Source: an optimization exercise on an open RTL-to-GDS flow (aim: small area and a short achievable clock period). Production flows keep margins and buffers that such runs may drop. Where RTL was checked, it was by simulation tests only, not by an equivalence proof against the original. Power figures rest on the tool's default switching activity, not on a simulated workload.

==> module rate_divider, before the edit <==
module rate_divider(
    input  logic clk,
    input  logic rst,
    input  logic speed_up,
    input  logic speed_down,
    input  logic speed_reset,
    output logic newclock
);
localparam logic [15:0] SAT = 16'hFFFF;
logic [15:0] mA, mP;
logic [15:0] el;       
logic        hi;       
logic        rc;
logic [15:0] WA, WP;
function automatic logic gt16(input logic [15:0] a, input logic [15:0] c);
    logic g;
    g = 1'b0;
    for (int i = 0; i < 16; i++) g = c[i] ? (a[i] & g) : (a[i] | g);
    gt16 = g;
endfunction
function automatic logic gt17(input logic [16:0] a, input logic [16:0] c);
    logic g;
    g = 1'b0;
    for (int i = 0; i < 17; i++) g = c[i] ? (a[i] & g) : (a[i] | g);
    gt17 = g;
endfunction
logic [15:0] mP_inc, mP_dec;
logic [16:0] ci, cd;
always_comb begin
    ci[0] = 1'b1;
    cd[0] = 1'b1;
    for (int i = 0; i < 16; i++) begin
        mP_inc[i] = mP[i] ^ ci[i];
        mP_dec[i] = mP[i] ^ cd[i];
        ci[i+1] = ci[i] & mP[i];
        cd[i+1] = cd[i] & ~mP[i];
    end
end
logic [15:0] mA_n;
always_comb
    if (speed_reset)     mA_n = 16'd22;
    else if (speed_up)   mA_n = mP_inc;
    else if (speed_down) mA_n = mP_dec;
    else                 mA_n = mP;
wire [15:0] e_hi = hi ? WP : 16'd0;
wire [31:0] e    = {e_hi, el};
logic [31:0] x;
logic [32:0] cx;
always_comb begin
    cx[0] = 1'b1;
    for (int i = 0; i < 32; i++) begin
        x[i] = e[i] ^ cx[i];
        cx[i+1] = cx[i] & e[i];
    end
end
wire dmax  = ~hi & ~(|el);
wire ebig  = hi;
wire xbig  = |x[31:16];    
wire [15:0] VA_s;
wire        VA_c;
rca #(16) addVA (.a(WA), .b(mA), .ci(1'b0), .s(VA_s), .co(VA_c));
wire [16:0] VA = {VA_c, VA_s};                           
wire        mA_gt25k = gt16(mA, 16'd25000);
wire        mA_gt50k = gt16(mA, 16'd50000);
wire        mP_gt50k = gt16(mP, 16'd50000);
wire        E1 = dmax ? mA_gt25k
                      : (~mA_gt50k & ~ebig & ~gt16(WA, 16'd25000) & gt17(VA, 17'd25000));
wire        E2 = dmax | (~mA_gt50k & (ebig | gt17(VA, 17'd50000)));
wire [15:0] B_s;
wire        B_c;
rca #(16) addB (.a(WP), .b(mP), .ci(1'b0), .s(B_s), .co(B_c));
wire [16:0] B = {B_c, B_s};                              
wire [16:0] Gp_s, Gm_s;
wire        Gp_c, Gm_c;
rca #(17) addGp (.a(B), .b({1'b0, e[15:0]}), .ci(1'b1), .s(Gp_s), .co(Gp_c));   
rca #(17) addGm (.a(B), .b({1'b1, ~e[15:0]}), .ci(1'b0), .s(Gm_s), .co(Gm_c));   
wire [13:0] x3_s;
wire        x3_c;
rca #(14) add3x (.a({1'b0, x[12:0]}), .b({x[12:0], 1'b0}), .ci(1'b0), .s(x3_s), .co(x3_c));
wire [12:0] x11_s;
wire        x11_c;
rca #(13) add11x (.a({1'b0, x3_c, x3_s[13:3]}), .b(x[12:0]), .ci(1'b0), .s(x11_s), .co(x11_c));
wire [16:0] x11 = {x11_c, x11_s, x3_s[2:0]};             
wire [15:0] W_rc  = mA_n[15] ? SAT : {mA_n[14:0], 1'b0};
wire [15:0] W_sr  = ((|x[31:12]) | x11[16] | x11[15]) ? SAT : {x11[14:0], 1'b0};
wire        big   = mP_gt50k | ebig;
wire [15:0] W_up  = (big | Gp_c | Gp_s[16]) ? SAT : Gp_s[15:0];
wire [15:0] W_dn  = (big | Gm_s[16]) ? SAT : Gm_s[15:0];
wire [15:0] W_hd  = (big | B_c) ? SAT : B_s;
wire [15:0] WA_n  = rc ? W_rc
                  : ({16{speed_reset}} & W_sr)
                  | ({16{~speed_reset & speed_up}} & W_up)
                  | ({16{~speed_reset & ~speed_up & speed_down}} & W_dn)
                  | ({16{~speed_reset & ~speed_up & ~speed_down}} & W_hd);
always_ff @(posedge clk, posedge rst)
    if (rst) begin
        mA <= 16'd22;
        mP <= 16'd22;
        el <= 16'd1;
        hi <= 1'b0;
        rc <= 1'b0;
        newclock <= 1'b0;
        WA <= 16'd22;
        WP <= 16'd22;
    end else begin
        mA <= mA_n;
        mP <= mA;
        el <= rc ? 16'd2 : x[15:0];
        hi <= ~rc & xbig;
        WA <= WA_n;
        WP <= rc ? (mA[15] ? SAT : {mA[14:0], 1'b0}) : xbig ? x[31:16] : (VA_c ? SAT : VA_s);
        if (E1) begin
            newclock <= 1'b1;
            rc <= 1'b0;
        end else if (E2) begin
            newclock <= 1'b0;
            rc <= 1'b1;
        end else begin
            rc <= 1'b0;
        end
    end
endmodule
export LEC_CHECK = 0
export CAP_MARGIN = 20
export CORE_MARGIN = 2
export CORE_UTILIZATION = 40
export CTS_BUF_LIST = sky130_fd_sc_hd__clkbuf_8
export SETUP_SLACK_MARGIN = 5
export SLEW_MARGIN = 20
create_clock -name core_clock -period 100.0 [get_ports {clk}]
standard.sh (not shown) runs the stock make flow with config.mk's settings and CLKGATE_MAP_FILE= SYNTH_SCRIPT=/design/flow/synth_recipe.tcl, a recipe that flattens the netlist after the stock synthesis.
==> flow/flow/run.sh <==
#!/bin/bash
# The standard layout, with the port buffers made from the smallest
# buffer cell (buf_1) instead of the one buffer_ports picks by itself.
set -euo pipefail
export BUFFER_PORTS_ARGS="-buffer_cell sky130_fd_sc_hd__buf_1"
bash standard.sh finish > standard_flow.log 2>&1
Edit:
--- a/flow/design.v
+++ b/flow/design.v
@@ -9,7 +9,7 @@
 );
 localparam logic [15:0] SAT = 16'hFFFF;
 logic [15:0] mA, mP;
-logic [15:0] el;       
+logic [15:0] d;        
 logic        hi;       
 logic        rc;
 logic [15:0] WA, WP;
@@ -43,20 +43,18 @@
     else if (speed_up)   mA_n = mP_inc;
     else if (speed_down) mA_n = mP_dec;
     else                 mA_n = mP;
-wire [15:0] e_hi = hi ? WP : 16'd0;
-wire [31:0] e    = {e_hi, el};
-logic [31:0] x;
-logic [32:0] cx;
+wire [15:0] d_hi = hi ? WP : 16'd0;
+logic [31:0] e;
+logic [32:0] ce;
 always_comb begin
-    cx[0] = 1'b1;
+    ce[0] = 1'b1;
     for (int i = 0; i < 32; i++) begin
-        x[i] = e[i] ^ cx[i];
-        cx[i+1] = cx[i] & e[i];
+        e[i] = (i < 16 ? d[i % 16] : d_hi[i % 16]) ^ ce[i];
+        ce[i+1] = ce[i] & (i < 16 ? d[i % 16] : d_hi[i % 16]);
     end
 end
-wire dmax  = ~hi & ~(|el);
-wire ebig  = hi;
-wire xbig  = |x[31:16];    
+wire dmax = ce[32];
+wire ebig = |e[31:16];
 wire [15:0] VA_s;
 wire        VA_c;
 rca #(16) addVA (.a(WA), .b(mA), .ci(1'b0), .s(VA_s), .co(VA_c));
@@ -75,15 +73,25 @@
 wire        Gp_c, Gm_c;
 rca #(17) addGp (.a(B), .b({1'b0, e[15:0]}), .ci(1'b1), .s(Gp_s), .co(Gp_c));   
 rca #(17) addGm (.a(B), .b({1'b1, ~e[15:0]}), .ci(1'b0), .s(Gm_s), .co(Gm_c));   
+logic [12:0] x;
+logic [12:0] cx;
+always_comb begin
+    cx[0] = 1'b1;
+    for (int i = 0; i < 12; i++) begin
+        x[i] = e[i] ^ cx[i];
+        cx[i+1] = cx[i] & e[i];
+    end
+    x[12] = cx[12];
+end
 wire [13:0] x3_s;
 wire        x3_c;
-rca #(14) add3x (.a({1'b0, x[12:0]}), .b({x[12:0], 1'b0}), .ci(1'b0), .s(x3_s), .co(x3_c));
+rca #(14) add3x (.a({1'b0, x}), .b({x, 1'b0}), .ci(1'b0), .s(x3_s), .co(x3_c));
 wire [12:0] x11_s;
 wire        x11_c;
-rca #(13) add11x (.a({1'b0, x3_c, x3_s[13:3]}), .b(x[12:0]), .ci(1'b0), .s(x11_s), .co(x11_c));
+rca #(13) add11x (.a({x3_c, x3_s[13:3]}), .b(x), .ci(1'b0), .s(x11_s), .co(x11_c));
 wire [16:0] x11 = {x11_c, x11_s, x3_s[2:0]};             
 wire [15:0] W_rc  = mA_n[15] ? SAT : {mA_n[14:0], 1'b0};
-wire [15:0] W_sr  = ((|x[31:12]) | x11[16] | x11[15]) ? SAT : {x11[14:0], 1'b0};
+wire [15:0] W_sr  = ((|e[31:12]) | x11[16] | x11[15]) ? SAT : {x11[14:0], 1'b0};
 wire        big   = mP_gt50k | ebig;
 wire [15:0] W_up  = (big | Gp_c | Gp_s[16]) ? SAT : Gp_s[15:0];
 wire [15:0] W_dn  = (big | Gm_s[16]) ? SAT : Gm_s[15:0];
@@ -97,7 +105,7 @@
     if (rst) begin
         mA <= 16'd22;
         mP <= 16'd22;
-        el <= 16'd1;
+        d  <= 16'd0;
         hi <= 1'b0;
         rc <= 1'b0;
         newclock <= 1'b0;
@@ -106,10 +114,10 @@
     end else begin
         mA <= mA_n;
         mP <= mA;
-        el <= rc ? 16'd2 : x[15:0];
-        hi <= ~rc & xbig;
+        d  <= rc ? 16'd1 : e[15:0];
+        hi <= ~rc & ebig;
         WA <= WA_n;
-        WP <= rc ? (mA[15] ? SAT : {mA[14:0], 1'b0}) : xbig ? x[31:16] : (VA_c ? SAT : VA_s);
+        WP <= rc ? (mA[15] ? SAT : {mA[14:0], 1'b0}) : ebig ? e[31:16] : (VA_c ? SAT : VA_s);
         if (E1) begin
             newclock <= 1'b1;
             rc <= 1'b0;
Outcome: Global-route usage hardly moves. Setup slack got worse by 0.35 ns. Clock skew is lower by 0.0060 ns. Total power climbs by 8.0%. Wire length hardly moves. First-iteration DRC count went up by 7.3%. Maximum frequency drops by 1.6%. Final area rose by 0.84%. Die area rises by 0.80%.
Only the layout flow was run in the second run of this note; the RTL was not checked for function there.


== build 64 ==
ipod_player, a different RTL version from the one above (not shown whole).
==> module div_core, before the edit <==
module div_core(
    input  logic [15:0] mA,
    input  logic [15:0] mP,
    input  logic [15:0] el,
    input  logic        hi,
    input  logic        rc,
    input  logic [15:0] WA,
    input  logic [15:0] WP,
    input  logic        newclock,
    output logic [15:0] mP_inc,       
    output logic [15:0] mP_dec,       
    output logic [15:0] G_up,         
    output logic [15:0] G_dn,
    output logic [15:0] G_hd,
    output logic        sat_up,       
    output logic        sat_dn,
    output logic        sat_hd,
    output logic [15:0] W_sr,         
    output logic [15:0] el_n,
    output logic        hi_n,
    output logic [15:0] WP_n,
    output logic        newclock_n,
    output logic        rc_n
);
localparam logic [15:0] SAT = 16'hFFFF;
function automatic logic gt16(input logic [15:0] a, input logic [15:0] c);
    logic g;
    g = 1'b0;
    for (int i = 0; i < 16; i++) g = c[i] ? (a[i] & g) : (a[i] | g);
    gt16 = g;
endfunction
function automatic logic gt17(input logic [16:0] a, input logic [16:0] c);
    logic g;
    g = 1'b0;
    for (int i = 0; i < 17; i++) g = c[i] ? (a[i] & g) : (a[i] | g);
    gt17 = g;
endfunction
logic [16:0] ci, cd;
always_comb begin
    ci[0] = 1'b1;
    cd[0] = 1'b1;
    for (int i = 0; i < 16; i++) begin
        mP_inc[i] = mP[i] ^ ci[i];
        mP_dec[i] = mP[i] ^ cd[i];
        ci[i+1] = ci[i] & mP[i];
        cd[i+1] = cd[i] & ~mP[i];
    end
end
wire [15:0] e_hi = hi ? WP : 16'd0;
wire [31:0] e    = {e_hi, el};
logic [31:0] x;
logic [32:0] cx;
always_comb begin
    cx[0] = 1'b1;
    for (int i = 0; i < 32; i++) begin
        x[i] = e[i] ^ cx[i];
        cx[i+1] = cx[i] & e[i];
    end
end
wire dmax  = ~hi & ~(|el);
wire ebig  = hi;
wire xbig  = |x[31:16];    
wire [15:0] VA_s;
wire        VA_c;
rca #(16) addVA (.a(WA), .b(mA), .ci(1'b0), .s(VA_s), .co(VA_c));
wire [16:0] VA = {VA_c, VA_s};                           
wire        mA_gt25k = gt16(mA, 16'd25000);
wire        mA_gt50k = gt16(mA, 16'd50000);
wire        mP_gt50k = gt16(mP, 16'd50000);
wire        E1 = dmax ? mA_gt25k
                      : (~mA_gt50k & ~ebig & ~gt16(WA, 16'd25000) & gt17(VA, 17'd25000));
wire        E2 = dmax | (~mA_gt50k & (ebig | gt17(VA, 17'd50000)));
assign newclock_n = E1 | (~E2 & newclock);
assign rc_n       = ~E1 & E2;
assign el_n       = rc ? 16'd2 : x[15:0];
assign hi_n       = ~rc & xbig;
assign WP_n       = rc ? (mA[15] ? SAT : {mA[14:0], 1'b0}) : xbig ? x[31:16] : (VA_c ? SAT : VA_s);
wire [15:0] B_s;
wire        B_c;
rca #(16) addB (.a(WP), .b(mP), .ci(1'b0), .s(B_s), .co(B_c));
wire [16:0] B = {B_c, B_s};                              
wire [16:0] Gp_s, Gm_s;
wire        Gp_c, Gm_c;
rca #(17) addGp (.a(B), .b({1'b0, e[15:0]}), .ci(1'b1), .s(Gp_s), .co(Gp_c));   
rca #(17) addGm (.a(B), .b({1'b1, ~e[15:0]}), .ci(1'b0), .s(Gm_s), .co(Gm_c));   
wire [13:0] x3_s;
wire        x3_c;
rca #(14) add3x (.a({1'b0, x[12:0]}), .b({x[12:0], 1'b0}), .ci(1'b0), .s(x3_s), .co(x3_c));
wire [12:0] x11_s;
wire        x11_c;
rca #(13) add11x (.a({1'b0, x3_c, x3_s[13:3]}), .b(x[12:0]), .ci(1'b0), .s(x11_s), .co(x11_c));
wire [16:0] x11 = {x11_c, x11_s, x3_s[2:0]};
wire big = mP_gt50k | ebig;
assign G_up   = Gp_s[15:0];
assign G_dn   = Gm_s[15:0];
assign G_hd   = B_s;
assign sat_up = big | Gp_c | Gp_s[16];
assign sat_dn = big | Gm_s[16];
assign sat_hd = big | B_c;
assign W_sr   = ((|x[31:12]) | x11[16] | x11[15]) ? SAT : {x11[14:0], 1'b0};
endmodule
==> module rca, before the edit <==
module rca #(parameter int N = 8) (
    input  logic [N-1:0] a,
    input  logic [N-1:0] b,
    input  logic         ci,
    output logic [N-1:0] s,
    output logic         co
);
logic [N:0] c;
assign c[0] = ci;
for (genvar i = 0; i < N; i++) begin : g_bit
    assign s[i]   = a[i] ^ b[i] ^ c[i];
    assign c[i+1] = (a[i] & b[i]) | (c[i] & (a[i] ^ b[i]));
end
assign co = c[N];
endmodule
clock: 100.0 ns
lec_check: 0
cap_margin: 20
core_margin: 2
core_utilization: 40
cts_buf_list: sky130_fd_sc_hd__clkbuf_8
setup_slack_margin: 5
slew_margin: 20
==> flow/flow/run.sh <==
#!/bin/bash
# Layout flow:
#  2. the same synthesis again with the modules kept apart and each module's
#     combinational logic mapped again by ABC for area (flow/synth_remap.tcl);
#     the registers must come out exactly as in 1 (names and cell types),
#     otherwise the flow goes on with the standard synthesis;
#  3. the standard layout, with port buffers made from buf_1 and a clock
#     tree without dummy loads.
set -euo pipefail
WORK=$(pwd)
R=$WORK/orfs/results/sky130hd/ipod_player/base
LIB=$FLOW_HOME/platforms/sky130hd/lib/sky130_fd_sc_hd__tt_025C_1v80.lib
export BUFFER_PORTS_ARGS="-buffer_cell sky130_fd_sc_hd__buf_1"
CTS="-sink_clustering_enable -repair_clock_nets -buf_list sky130_fd_sc_hd__clkbuf_8 -dont_use_dummy_load"

# list of (register instance, cell type) in a netlist
regs() { grep -oE '^\s*sky130_fd_sc_hd__(df|sdf|edf)\w+\s+\S+' "$1" | awk '{print $2, $1}' | sort; }

# 1. standard synthesis
bash standard.sh synth > flow_1_synth_standard.log 2>&1
cp $R/1_2_yosys.v $WORK/netlist_standard.v
regs $WORK/netlist_standard.v > $WORK/regs_standard.txt

# 2. synthesis with re-mapping
python3 flow/genmodels.py $LIB $WORK/comb_models.v '__fa_[0-9]' > flow_2_models.log 2>&1
export REMAP_MODELS=$WORK/comb_models.v
export REMAP_ABC_SCRIPT=$WORK/flow/abc_area.script
sed "s|SYNTH_SCRIPT=[^ ]*|SYNTH_SCRIPT=$WORK/flow/synth_remap.tcl|" standard.sh > $WORK/remap_standard.sh
rm -rf $WORK/orfs
if bash remap_standard.sh synth SYNTH_HIERARCHICAL=1 > flow_3_synth_remap.log 2>&1 \
   && regs $R/1_2_yosys.v > $WORK/regs_remap.txt \
   && cmp -s $WORK/regs_standard.txt $WORK/regs_remap.txt; then
  echo "re-mapped synthesis used" > flow_choice.txt
  SH=remap_standard.sh
else
  echo "re-mapped synthesis not used; standard synthesis instead" > flow_choice.txt
  rm -rf $WORK/orfs
  bash standard.sh synth > flow_3_synth_standard_again.log 2>&1
  SH=standard.sh
fi

# 3. layout
bash $SH finish SYNTH_HIERARCHICAL=1 CTS_ARGS="$CTS" > flow_4_layout.log 2>&1
Other scripts of this flow, unchanged in this note and not shown: flow/flow/abc_area.script, flow/flow/genmodels.py, flow/flow/synth_remap.tcl
Modified inputs, build 48 compared to build 64
--- a/flow/design.v
+++ b/flow/design.v
@@ -93,10 +93,20 @@
     logic g;
     g = 1'b0;
     for (int i = 0; i < 17; i++) g = c[i] ? (a[i] & g) : (a[i] | g);
     gt17 = g;
 endfunction
+function automatic logic [17:0] add17(input logic [16:0] a, input logic [16:0] b,
+                                      input logic ci);
+    logic c;
+    c = ci;
+    for (int i = 0; i < 17; i++) begin
+        add17[i] = a[i] ^ b[i] ^ c;
+        c = (a[i] & b[i]) | (c & (a[i] ^ b[i]));
+    end
+    add17[17] = c;
+endfunction
 logic [16:0] ci, cd;
 always_comb begin
     ci[0] = 1'b1;
     cd[0] = 1'b1;
     for (int i = 0; i < 16; i++) begin
@@ -118,14 +128,14 @@
     end
 end
 wire dmax  = ~hi & ~(|el);
 wire ebig  = hi;
 wire xbig  = |x[31:16];    
-wire [15:0] VA_s;
-wire        VA_c;
-rca #(16) addVA (.a(WA), .b(mA), .ci(1'b0), .s(VA_s), .co(VA_c));
-wire [16:0] VA = {VA_c, VA_s};                           
+wire [17:0] VA_r = add17({1'b0, WA}, {1'b0, mA}, 1'b0);
+wire [16:0] VA   = VA_r[16:0];                           
+wire [15:0] VA_s = VA[15:0];
+wire        VA_c = VA[16];
 wire        mA_gt25k = gt16(mA, 16'd25000);
 wire        mA_gt50k = gt16(mA, 16'd50000);
 wire        mP_gt50k = gt16(mP, 16'd50000);
 wire        E1 = dmax ? mA_gt25k
                       : (~mA_gt50k & ~ebig & ~gt16(WA, 16'd25000) & gt17(VA, 17'd25000));
@@ -133,49 +143,31 @@
 assign newclock_n = E1 | (~E2 & newclock);
 assign rc_n       = ~E1 & E2;
 assign el_n       = rc ? 16'd2 : x[15:0];
 assign hi_n       = ~rc & xbig;
 assign WP_n       = rc ? (mA[15] ? SAT : {mA[14:0], 1'b0}) : xbig ? x[31:16] : (VA_c ? SAT : VA_s);
-wire [15:0] B_s;
-wire        B_c;
-rca #(16) addB (.a(WP), .b(mP), .ci(1'b0), .s(B_s), .co(B_c));
-wire [16:0] B = {B_c, B_s};                              
-wire [16:0] Gp_s, Gm_s;
-wire        Gp_c, Gm_c;
-rca #(17) addGp (.a(B), .b({1'b0, e[15:0]}), .ci(1'b1), .s(Gp_s), .co(Gp_c));   
-rca #(17) addGm (.a(B), .b({1'b1, ~e[15:0]}), .ci(1'b0), .s(Gm_s), .co(Gm_c));   
-wire [13:0] x3_s;
-wire        x3_c;
-rca #(14) add3x (.a({1'b0, x[12:0]}), .b({x[12:0], 1'b0}), .ci(1'b0), .s(x3_s), .co(x3_c));
-wire [12:0] x11_s;
-wire        x11_c;
-rca #(13) add11x (.a({1'b0, x3_c, x3_s[13:3]}), .b(x[12:0]), .ci(1'b0), .s(x11_s), .co(x11_c));
-wire [16:0] x11 = {x11_c, x11_s, x3_s[2:0]};
+wire [17:0] B_r  = add17({1'b0, WP}, {1'b0, mP}, 1'b0);
+wire [16:0] B    = B_r[16:0];                            
+wire [15:0] B_s  = B[15:0];
+wire        B_c  = B[16];
+wire [17:0] Gp_r = add17(B, {1'b0, e[15:0]}, 1'b1);      
+wire [17:0] Gm_r = add17(B, {1'b1, ~e[15:0]}, 1'b0);     
+wire [16:0] Gp_s = Gp_r[16:0];
+wire        Gp_c = Gp_r[17];
+wire [16:0] Gm_s = Gm_r[16:0];
+wire [17:0] x3  = add17({4'b0, x[12:0]}, {3'b0, x[12:0], 1'b0}, 1'b0);
+wire [17:0] x8  = add17({3'b0, x3[16:3]}, {4'b0, x[12:0]}, 1'b0);
+wire [16:0] x11 = {x8[13:0], x3[2:0]};
 wire big = mP_gt50k | ebig;
 assign G_up   = Gp_s[15:0];
 assign G_dn   = Gm_s[15:0];
 assign G_hd   = B_s;
 assign sat_up = big | Gp_c | Gp_s[16];
 assign sat_dn = big | Gm_s[16];
 assign sat_hd = big | B_c;
 assign W_sr   = ((|x[31:12]) | x11[16] | x11[15]) ? SAT : {x11[14:0], 1'b0};
 endmodule
-module rca #(parameter int N = 8) (
-    input  logic [N-1:0] a,
-    input  logic [N-1:0] b,
-    input  logic         ci,
-    output logic [N-1:0] s,
-    output logic         co
-);
-logic [N:0] c;
-assign c[0] = ci;
-for (genvar i = 0; i < N; i++) begin : g_bit
-    assign s[i]   = a[i] ^ b[i] ^ c[i];
-    assign c[i+1] = (a[i] & b[i]) | (c[i] & (a[i] ^ b[i]));
-end
-assign co = c[N];
-endmodule
 module address_gen(
     input  logic        clk,
     input  logic        rst,
     input  logic        en,
     input  logic [7:0]  kbd,
--- outcome ---
Looking at build 48 and build 64, the share of the cycle needed by the critical path after routing is a wash. Summary: with build 64 as the reference, placed wire-length estimate after detailed placement in build 48 moved up slightly. Initial cell density of the core across build 48 and build 64: no real change. Of the two candidates, build 64 has the better worst hold slack after final layout and build 48 the worse one. Higher global placement routability congestion goes to build 48 over build 64. Build 48 vs. build 64: finished layout cell area lower; switching portion of total power roughly the same.
No functional check of the RTL was part of build 64.

-- separate check: timing with driven ports --
The flow's constraints put no driver on any port. The routed layouts listed below were extracted and timed again, unchanged, in two steps. Step 1: set_driving_cell puts a clkbuf_16 on clk and a buf_2 on each other input, an assumption about the parent block. Step 2 moves the port delays by t, midway between the first and last clock arrival at a register: inputs arrive t later, outputs are due t later. That takes back most of the time a late clock gives input paths. Slacks: no drivers / after step 1 / after step 2; pairs: no drivers / after step 1.
| run | t (ns) | setup slack, ns | clock arrival spread, ns |
|---|---|---|---|
| the first run of note 1 | 0.496 | 78.150 / 78.171 / 77.674 | 0.020 / 0.019 |
| the second run of note 1 | 0.498 | 77.800 / 77.821 / 77.323 | 0.013 / 0.014 |
| build 64 | 0.471 | 78.026 / 78.041 / 77.570 | 0.044 / 0.044 |
| build 48 | 0.489 | 78.078 / 78.096 / 77.607 | 0.040 / 0.040 |
After both steps every run listed still meets setup and hold. The setup slack of the second run of note 1, which loses most, moves by +0.021 ns with the drivers and by -0.477 ns with both steps.
